From an optimization exercise on the open Yosys and OpenROAD flow, aimed at small area; shortcuts taken in it are not production practice. Only simulation tests tie the RTL to the original design; equivalence was not proved. Power figures rest on the tool's default switching activity, not on a simulated workload.

==> design/flow/design.v <==
`timescale 1ns / 1ps
module mtm_Alu (
    input  wire clk,    
    input  wire rst_n,  
    input  wire sin,    
    output reg  sout    
);
  reg  [3:0]  rcnt;    
  reg         rtype;   
  reg  [3:0]  dcnt;    
  reg  [3:0]  crc4;
  reg  [2:0]  op;
  reg  [31:0] A;
  reg  [31:0] B;
  wire rpay     = (rcnt >= 4'd2);
  wire rlast    = (rcnt == 4'd9);
  wire crc_bit  = (rtype && rcnt == 4'd2) ? 1'b1 : sin;
  wire crc_fb   = crc4[3] ^ crc_bit;
  wire [3:0] crc4_nx = {crc4[2:0], 1'b0} ^ {2'b00, crc_fb, crc_fb};
  wire recv_b   = rpay && !rtype && (dcnt[3:2] == 2'b00);
  wire recv_a   = rpay && !rtype && (dcnt[3:2] == 2'b01);
  wire ctl_end  = rlast && rtype;
  reg  [3:0]  tpos;    
  reg  [2:0]  fidx;    
  reg  [1:0]  err;     
  reg         cy;
  reg         fv, fz, fn;
  reg  [2:0]  crc3;
  wire t_idle   = fidx[2] & (fidx[1] ^ fidx[0]);
  wire t_comp   = (fidx == 3'd7);
  wire t_ctl    = (fidx == 3'd4);
  wire t_pay    = !t_idle && !t_comp && (tpos >= 4'd2) && (tpos <= 4'd9);
  wire t_data   = t_pay && !fidx[2];
  wire [2:0]  dsel = tpos[2:0] + 3'd5;
  reg  [3:0]  bd;
  always @* begin
    case (dsel)
      3'd0: bd = B[3:0];
      3'd1: bd = B[7:4];
      3'd2: bd = B[11:8];
      3'd3: bd = B[15:12];
      3'd4: bd = B[19:16];
      3'd5: bd = B[23:20];
      3'd6: bd = B[27:24];
      default: bd = B[31:28];
    endcase
  end
  wire        arith = op[2];
  wire        sub   = op[0];
  wire        first = (tpos == 4'd3);
  wire [3:0]  ad    = A[3:0];
  wire [3:0]  bx    = bd ^ {4{sub}};
  wire        cin   = first ? (arith & sub) : cy;
  wire [4:0]  sum   = {1'b0, ad} + {1'b0, bx} + {4'b0, cin};
  wire [3:0]  lg    = sub ? (ad | bd) : (ad & bd);
  wire [3:0]  cd    = arith ? sum[3:0] : lg;
  wire        vd    = arith & ~(ad[3] ^ bx[3]) & (ad[3] ^ sum[3]);
  reg pbit;
  always @* begin
    if (err == 2'b00) begin
      case (tpos)
        4'd2: pbit = 1'b0;
        4'd3: pbit = arith & (cy ^ sub);
        4'd4: pbit = fv;
        4'd5: pbit = fz;
        4'd6: pbit = fn;
        default: pbit = crc3[2];
      endcase
    end
    else begin
      case (tpos)
        4'd3, 4'd6: pbit = err[1] & err[0];
        4'd4, 4'd7: pbit = err[1] & ~err[0];
        4'd5, 4'd8: pbit = ~err[1] & err[0];
        default:    pbit = 1'b1;
      endcase
    end
  end
  wire tbit = t_ctl ? pbit : A[31];
  wire crc3_fb = crc3[2] ^ tbit;
  always @(posedge clk) begin
    if (!rst_n) begin
      rcnt <= 4'd0;
      dcnt <= 4'd0;
      crc4 <= 4'd0;
      fidx <= 3'd5;
      sout <= 1'b1;
    end
    else begin
      if (rcnt == 4'd0) begin
        if (!sin) rcnt <= 4'd1;
      end
      else if (rlast)
        rcnt <= 4'd0;
      else
        rcnt <= rcnt + 4'd1;
      if (rpay)
        crc4 <= ctl_end ? 4'd0 : crc4_nx;
      if (rlast) begin
        if (rtype)
          dcnt <= 4'd0;
        else if (dcnt[3])
          dcnt[0] <= 1'b1;
        else
          dcnt <= dcnt + 4'd1;
      end
      if (t_idle && rtype && rcnt == 4'd5) begin
        fidx <= 3'd7;
        tpos <= 4'd3;
      end
      else if (!t_idle) begin
        if (tpos == 4'd10) begin
          tpos <= 4'd0;
          fidx <= (t_comp && err != 2'b00) ? 3'd4 : fidx + 3'd1;
        end
        else
          tpos <= tpos + 4'd1;
      end
      if (t_idle || t_comp || tpos == 4'd10)
        sout <= 1'b1;
      else if (tpos == 4'd0)
        sout <= 1'b0;
      else if (tpos == 4'd1)
        sout <= t_ctl;
      else
        sout <= tbit;
    end
  end
  always @(posedge clk) begin
    if (rcnt == 4'd1)
      rtype <= sin;
    if (rtype && rcnt >= 4'd3 && rcnt <= 4'd5)
      op <= {op[1:0], sin};
    if (ctl_end) begin
      if (dcnt != 4'd8)        err <= 2'b11;
      else if (crc4_nx != 0)   err <= 2'b10;
      else if (op[1])          err <= 2'b01;
      else                     err <= 2'b00;
    end
    if (recv_b)
      B <= {B[30:0], sin};
    if (t_comp)
      A <= {cd, A[31:4]};
    else if (recv_a || t_data)
      A <= {A[30:0], sin};
    if (t_comp) begin
      cy   <= sum[4];
      fv   <= vd;
      fn   <= cd[3];
      fz   <= (first | fz) & (cd == 4'd0);
      crc3 <= 3'd0;
    end
    else if (t_pay)
      crc3 <= {crc3[1:0], 1'b0} ^ {1'b0, crc3_fb, crc3_fb};
  end
endmodule
==> design/flow/run.sh <==
#!/bin/bash
# synth_recipe.tcl (not shown) runs the flow's synth.tcl, then flattens the netlist and writes it again
# the make line also repeats each setting of config.mk as NAME=value (left out here)
make -C /OpenROAD-flow-scripts/flow DESIGN_CONFIG=/design/flow/config.mk WORK_HOME=/design/flow/orfs CLKGATE_MAP_FILE= SYNTH_SCRIPT=/design/flow/synth_recipe.tcl finish
==> design/flow/config.mk <==
export PLATFORM = sky130hd
export DESIGN_NAME = mtm_Alu
export DESIGN_NICKNAME = mtm_Alu
export VERILOG_FILES = /design/flow/design.v
export SDC_FILE = /design/flow/constraint.sdc
export NUM_CORES = 4
export LEC_CHECK = 0
export CAP_MARGIN = 20
export CORE_MARGIN = 2
export CORE_UTILIZATION = 85
export CTS_BUF_LIST = sky130_fd_sc_hd__clkbuf_8
export SLEW_MARGIN = 20
==> design/flow/constraint.sdc <==
create_clock -name core_clock -period 10.0 [get_ports {clk}]
set_input_delay 2.0000 -clock core_clock [delete_from_list [all_inputs] [get_ports {clk}]]
set_output_delay 2.0000 -clock core_clock [all_outputs]
set_load 0.01 [all_outputs]
==> impl_results.md, run 1 <==
* Post-route DRC violation count at 0
* Sequential share of the synthesized area at 57.0%
* Vias after detailed routing at 3606
* Core region area at 0.00547 mm^2
* Kind of critical path: reg -> reg
* Number of buffers created by CTS at 9
* Max-Slew Margin vs Limit at 26.1%
* Number of buffers added for setup after CTS at 0
* Die Area at 0.00624 mm^2
* Worst-path fanout max at 32
* Max Clk Rate at 0.218 GHz
* Cell class contributing the biggest share of worst-path delay: flip-flops
* Overflow left after global routing at 0
* Unrepaired setup endpoints after global routing: false
* Endpoint of the worst register-to-register path: fz$_DFFE_PP_
* Pin count of the biggest net entering global routing at 51
* Yosys warning count at 1
* Detailed-route wire length per cell at 27.1 um
* Die H at 79.0 um
* Switch share at 23.1%
* Worst-Margin Slew at 1.11 ns
* Number of hold violations in the final report at 0
* Final antenna-violating net count at 0
* Fraction of layout cells with a size suffix above 1 at 14.8%
* Root Buffer Master: clkbuf_8
* Overall track demand over capacity in global routing at 43.1%
* DPL Wire Length at 7490 um
* Crit path cell chain: inv_1, ha_1, or2_2, nand2b_1, o32ai_1, xnor2_1, fa_1, inv_1, fa_1, xnor2_1, nand2_1, o21ai_0, a31oi_1, o21a_1, and4_1
* Power density cells at 152 mW/mm^2
* Number of filler cells placed in the layout at 164
* CTS clk-pin slew, worst paths at 0.10 ns
* Peak per-stage delay on the critical path at 1.10 ns
* Antenna violations before repair at 0
* Maximum count of clock buffers along a single path at 2
* Combinational share of power at 5.1%
* Number of setup violations in the final report at 0
* Effective utilization at floorplan at 87.3%
* Post-layout min period at 4.58 ns
* Worst Hold End: B[26]$_DFFE_PP_
* Worst setup slack for register-to-register paths at 5.42 ns
* Origin of the critical flop-to-flop path: tpos[1]$_SDFFCE_PP1P_
* Count of non-filler cells in the finished layout at 470
* Ant diodes at 0
* Last weighted congestion value of the routability-driven placer at 0.971
* Critical hold path startpoint: B[25]$_DFFE_PP_
* Worst Setup End Kind: register
* Post-synth top flop: edfxtp_1
* Total number of placement rows at 27
* Sequential fraction of design power at 59.6%
* Fin. max-slew vios at 0
* Synth async-reset ratio at 0%
* Clock latency on the worst-skew pair at 0.37 ns
* Synthesized netlist net count at 413
* Detailed-routing iteration count for the pre-antenna-repair pass at 8
* Ratio of routed vias to standard cells at 7.67
* Setup TNS at 0 ns
* Synth Register Bits at 97
* Critical-path top delay cell: edfxtp_1
* Result of the run: no timing/DRC/antenna violations
* Max-cap violation count at 0
* Die width at 79.0 um
* CP startpoint kind: register
* Vias in the first global route at 3468
* Num ports at 4
* EDFF count, synth at 78
* Hold-fix buffers, CTS at 0
* Signed area change from the synthesized netlist to the final layout at 5.45%
* Drt initial violations at 619
* Worst slack on hold paths at 0.457 ns
* Final worst clock skew at 0.00909 ns
* TritonCTS clock tree: built
* HP Class: reg -> reg
* IR Drop Worst-Case VDD at 0.120 mV
* Synth cell types at 60
* Post-Syn Instances at 397
* Data arrival time at the worst-slack endpoint at 4.82 ns
* Quantity of gates resized following cts at 0
* Number of buffer and inverter stages on the critical path at 2
* Psw at 0.000177 W
* Static leakage at 1.74 nW
* Cell area after synthesis at 0.00478 mm^2
* Number of placed instances with taps included at 454
* Share of the cycle needed by the critical path after routing at 45.8%
* Detailed-route wire length at 12700 um
* Clock network fraction of total power at 35.4%
* Depth of the most critical reg-to-reg path at 15
* H-tree depth reported by CTS at 3
* Clock sink total at 97
* Synthesized area per cell at 12.0 um^2
* Global-route wire length before repair at 19300 um
* Number of cells on the worst hold path at 0
* Cell-internal power at 0.000590 W
* Data required, critical path at 10.24 ns
* Layout net count at 409
* Port Buffer Count at 3
[cell type report]
cell class                      count  area [um^2]  share of cell area [%]
Sequential cell                    97         2720                    54.0
Multi-Input combinational cell    267         1930                    38.2
Tap cell                           72         90.1                    1.79
Clock inverter                      5         53.8                    1.07
Timing Repair Buffer                5         45.0                   0.894
Inverter                           13         48.8                   0.968
Clock buffer                       11          151                    3.00
[power by group through the flow]
stage	registers, W	clock network, W	logic [W]
6_report	0.000457	0.000271	0.0000390
5_1_grt	0.000457	0.000281	0.0000406
4_1_cts	0.000456	0.000266	0.0000375
3_5_place_dp	0.000464	0	0.0000355
3_3_place_gp	0.000463	0	0.0000317
2_1_floorplan	0.000460	0	0.0000269
[per-layer routing]
| layer | vias to the layer above | track usage [%] | part of all wire, % |
|---|---|---|---|
| li1 | 1462 | - | - |
| met1 | 1679 | 52.5 | 33 |
| met2 | 368 | 71.0 | 48 |
| met3 | 97 | 10.1 | 12 |
| met4 | 0 | 24.7 | 6.5 |
| met5 | - | 0 | 0 |
[worst max path at each step]
stage / start / endpoint / cells after the start
final: tpos[1]$_SDFFCE_PP1P_ / fz$_DFFE_PP_ / 15
after global placement: tpos[1]$_SDFFCE_PP1P_ / fz$_DFFE_PP_ / 15
after floorplan: rcnt[2]$_SDFFE_PN0P_ / B[0]$_DFFE_PP_ / 3
after CTS: tpos[1]$_SDFFCE_PP1P_ / fz$_DFFE_PP_ / 15
after global routing: tpos[1]$_SDFFCE_PP1P_ / fz$_DFFE_PP_ / 15
after detailed placement: tpos[1]$_SDFFCE_PP1P_ / fz$_DFFE_PP_ / 15
[sequential cells by signal, indices dropped and copies added, names as in the netlist, 3 cells and up]
register,cells
fidx,3
A,32
crc3,3
tpos,4
crc4,4
rcnt,4
B,32
dcnt,4
op,3
[through the flow]
step | setup slack (ns) | power, W | instance area (um^2) | util, %
6_report | 5.42 | 0.000767 | 5040 | 92.1
5_1_grt | 5.35 | 0.000779 | 5040 | 92.1
4_1_cts | 5.59 | 0.000759 | 5040 | 92.1
3_5_place_dp | 5.82 | 0.000500 | 4830 | 88.3
3_3_place_gp | 6.15 | 0.000494 | 4830 | 88.3
2_1_floorplan | 5.74 | 0.000487 | 4780 | -
[Yosys cell counts, drive strengths merged, types with 6 or more instances]
library cell   n  share of area (%)
a21boi         7                1.1
a21oi         20                2.1
buf            7               0.92
clkbuf        13                1.0
dfxtp         19                8.0
edfxtp        78                 49
ha            11                2.9
inv           13                1.0
mux2          28                6.6
mux2i          8                1.7
nand2         33                2.6
nand2b        18                2.4
nand3         10                1.0
nand3b         7                1.1
nor2          19                1.5
nor2b          8                1.0
nor3           6               0.63
o21ai         14                1.5
xor2           6                1.1
[layout by cell type (no fill, tap or decap), drive strengths merged, types with 10 or more instances in the layout]
cell type,Yosys,final
a21oi,20,20
clkbuf,13,11
dfxtp,19,19
edfxtp,78,78
ha,11,11
inv,13,15
mux2,28,28
nand2,33,33
nand2b,18,18
nand3,10,10
nor2,19,19
o21ai,14,14
[logic make-up after synthesis]
group,share of synthesized area [%]
buffers and inverters,2.96
xor gates and xnor gates,1.83
DFF,57.0
AOI/OAI and AO/OA,10.3
muxes,9.22
adders and majority gates,4.16
and+or+nand+nor,14.6
==> inputs of run 2 (changes only) <==
--- a/design/flow/config.mk
+++ b/design/flow/config.mk
@@ -8,5 +8,4 @@
 export CAP_MARGIN = 20
 export CORE_MARGIN = 2
-export CORE_UTILIZATION = 85
-export CTS_BUF_LIST = sky130_fd_sc_hd__clkbuf_8
+export CORE_UTILIZATION = 40
 export SLEW_MARGIN = 20
==> impl_results.md, run 2 <==
* DPL Wire Length at 5760 um (-23%)
* Die Area at 0.0128 mm^2 (+110%)
* H-tree depth reported by CTS at 3 (unchanged)
* Vias after detailed routing at 2928 (-19%)
* EDFF count, synth at 78 (unchanged)
* Worst Setup End Kind: register
* Global-route wire length before repair at 14700 um (-24%)
* Effective utilization at floorplan at 41.5% (-46 points)
* Adder-Cell Fraction of Synth Area at 4.16% (unchanged)
* Worst setup slack for register-to-register paths at 5.92 ns (+0.50 ns)
* IR Drop Worst-Case VDD at 0.113 mV (-5.4%)
* Die H at 113 um (+43%)
* Fraction of synthesized cell area in xor and xnor cells at 1.83% (unchanged)
* Power density cells at 162 mW/mm^2 (+6.2%)
* Cell taking the most area after synthesis: edfxtp_1
* Vias in the first global route at 2854 (-18%)
* Hold-fix buffers, CTS at 0 (unchanged)
* Commonest non-fill, non-tap cells in the layout: edfxtp_1, nand2_1, mux2_2
* Worst slack on hold paths at 0.451 ns (-0.00562 ns)
* Layout net count at 409 (unchanged)
* Area occupied by multi-input gates at 0.00193 mm^2 (unchanged)
* Clock latency on the worst-skew pair at 0.35 ns (-0.02 ns)
* Core region area at 0.0115 mm^2 (+110%)
* TritonCTS clock tree: built
* Number of cells on the critical path at 15 (unchanged)
* Number of hold violations in the final report at 0 (unchanged)
* Share of the cycle needed by the critical path after routing at 40.8% (-5.0 points)
* Fin. max-slew vios at 0 (unchanged)
* Kind of critical path: reg -> reg
* Number of buffers added for setup after CTS at 0 (unchanged)
* Setup TNS at 0 ns (unchanged)
* CTS clk-pin slew, worst paths at 0.07 ns (-0.03 ns)
* Cell class contributing the biggest share of worst-path delay: flip-flops
* Unrepaired setup endpoints after global routing: false
* Synthesized netlist net count at 413 (unchanged)
* Drt initial violations at 200 (-68%)
* Signed area change from the synthesized netlist to the final layout at 9.48%
* Data required, critical path at 10.22 ns (-0.02 ns)
* HP Class: reg -> reg
* Area occupied by registers at 0.00272 mm^2 (unchanged)
* Port Buffer Count at 3 (unchanged)
* Sequential share of the synthesized area at 57.0% (unchanged)
* Max-cap violation count at 0 (unchanged)
* Detailed-route wire length per cell at 16.1 um (-41%)
* Synth async-reset ratio at 0% (unchanged)
* Synthesized area per cell at 12.0 um^2 (unchanged)
* Post-route DRC violation count at 0 (unchanged)
* Synth Register Bits at 97 (unchanged)
* Max Clk Rate at 0.245 GHz (+12%)
* Final worst clock skew at 0.0106 ns (+0.00147 ns)
* Simple logic cell fraction of the synthesized area at 14.6% (unchanged)
* Most used standard cells in the synthesized netlist: edfxtp_1, nand2_1, mux2_2
* Registers with the highest flip-flop counts: A (32), B (32)
* Clock sink total at 97 (unchanged)
* Maximum count of clock buffers along a single path at 2 (unchanged)
* Number of buffers created by CTS at 9 (unchanged)
* Overflow left after global routing at 0 (unchanged)
* Compound-cell area share of the yosys netlist at 10.3% (unchanged)
* Share of the synthesized area in the top cell type at 49.0% (unchanged)
* Ant diodes at 0 (unchanged)
* Pin count of the biggest net entering global routing at 51 (unchanged)
* Data arrival time at the worst-slack endpoint at 4.30 ns (-0.52 ns)
* Crit path cell chain: inv_1, ha_1, or2_2, nand2b_1, o32ai_1, xnor2_1, fa_1, inv_1, fa_1, xnor2_1, nand2_1, o21ai_0, a31oi_1, o21a_1, and4_1
* Number of filler cells placed in the layout at 1054 (+540%)
* Fraction of layout cells with a size suffix above 1 at 15.1% (+0.25 points)
* Root Buffer Master: clkbuf_16
* Overall track demand over capacity in global routing at 14.7% (-28 points)
* Worst-Margin Slew at 1.03 ns (-0.0742 ns)
* Last weighted congestion value of the routability-driven placer at 0.789 (-19%)
* Static leakage at 1.79 nW (+2.5%)
* Number of setup violations in the final report at 0 (unchanged)
* Result of the run: no timing/DRC/antenna violations
* Most common cell after layout, fill and taps aside: edfxtp_1
* Yosys warning count at 1 (unchanged)
* Post-layout min period at 4.08 ns (-0.499 ns)
* Peak per-stage delay on the critical path at 1.03 ns (-0.07 ns)
* Antenna violations before repair at 0 (unchanged)
* Synth cell types at 60 (unchanged)
* Worst-path fanout max at 32 (unchanged)
* Largest cells by area after synthesis: edfxtp_1, dfxtp_1, mux2_2
* Cell area after synthesis at 0.00478 mm^2 (unchanged)
* Number of buffer and inverter stages on the critical path at 2 (unchanged)
* Ratio of routed vias to standard cells at 5.41 (-29%)
* Critical-path top delay cell: edfxtp_1
* Quantity of gates resized following cts at 0 (unchanged)
* Die width at 113 um (+43%)
* Num ports at 4 (unchanged)
* Final antenna-violating net count at 0 (unchanged)
* CP startpoint kind: register
* Post-synth top flop: edfxtp_1
* Depth of the most critical reg-to-reg path at 15 (unchanged)
* Main combinational cell family by area after synthesis: simple AND/OR/NAND/NOR gates
* Detailed-route wire length at 8690 um (-32%)
* Total number of placement rows at 39 (+44%)
* Fraction of synthesized area in multiplexers at 9.22% (unchanged)
* Most numerous cell in the Yosys netlist: edfxtp_1
* Number of cells on the worst hold path at 0 (unchanged)
* Max-Slew Margin vs Limit at 31.0% (+4.9 points)
* Post-Syn Instances at 397 (unchanged)
* Detailed-routing iteration count for the pre-antenna-repair pass at 4 (-4)
* Core Util, Final at 45.4% (-47 points)
-- run 2: cell counts after synthesis --
Identical to the previous run, type by type.
-- run 2: logic make-up (layout without fill, tap and decap cells) --
group                    after synthesis  count (layout)
buffers and inverters                 33              34
AO/OA/AOI/OAI                         74              74
AND/OR/NAND/NOR                      130             130
adder cells (fa/ha/maj)               15              15
multiplexers                          38              38
flip-flops                            97              97
XOR/XNOR                              10              10
-- run 2: final cells by class --
| class | instances | area share (%) |
|---|---|---|
| timing repair buffer | 5 | 0.861 |
| clock buffer | 10 | 4.57 |
| inverter | 13 | 0.933 |
| tap | 143 | 3.42 |
| clock inverter | 6 | 1.34 |
| multi-input combinational | 267 | 36.8 |
| sequential | 97 | 52.0 |
-- run 2: stage by stage --
stage | std cells | setup WS (ns) | area, um^2 | total power [W]
floorplan | 397 | 5.74 | 4780 | 0.000487
global placement | 525 | 6.06 | 4920 | 0.000496
detailed placement | 525 | 5.95 | 4920 | 0.000497
CTS | 541 | 5.92 | 5230 | 0.000860
global route | 541 | 5.52 | 5230 | 0.000878
finish | 541 | 5.92 | 5230 | 0.000845
-- run 2: path summary, 6_finish.rpt --
path | from | endpoint
min reg2reg | B[17]$_DFFE_PP_ | B[18]$_DFFE_PP_
max reg2reg | tpos[1]$_SDFFCE_PP1P_ | fz$_DFFE_PP_
min | B[17]$_DFFE_PP_ | B[18]$_DFFE_PP_
max | tpos[1]$_SDFFCE_PP1P_ | fz$_DFFE_PP_
-- run 2: layer usage --
layer | GRT usage (%) | vias to the layer above | wire length, um
li1 | - | 1458 | -
met1 | 20.2 | 1427 | 4250
met2 | 22.2 | 38 | 4070
met3 | 4.02 | 5 | 288
met4 | 5.61 | 0 | 73
met5 | 0 | - | 0
-- run 2: report_power, final --
group / switching (W) / internal, W
combinational: 0.0000189 / 0.0000149
clock: 0.000153 / 0.000204
sequential: 0.00000880 / 0.000446
total: 0.000181 / 0.000664

separate check: timing with driven ports:
No port has a modelled driver above. Below, the same layouts with a new extraction and two added sets of constraints. Step 1, drivers: a clkbuf_16 drives clk and a buf_2 each remaining input, both assumed. Step 2 adds t to the input delays and takes it off the output delays; t is the mean of the earliest and latest rising clock arrival at the registers after step 1. Input paths then give back, and output paths get back, about the clock's delay inside the block. Three values: no drivers, after step 1, after step 2; two values: the first two.
run | t, ns | setup slack, ns | hold slack, ns | slew at the worst register clock pin (ns) | cell pins on the clock port's net
run 1 | 0.398 | 5.423 / 5.423 / 5.423 | 0.457 / 0.457 / 0.457 | 0.10 / 0.10 | 1
run 2 | 0.383 | 5.921 / 5.921 / 5.921 | 0.451 / 0.451 / 0.451 | 0.07 / 0.07 | 1
After both steps every run listed still meets setup and hold.
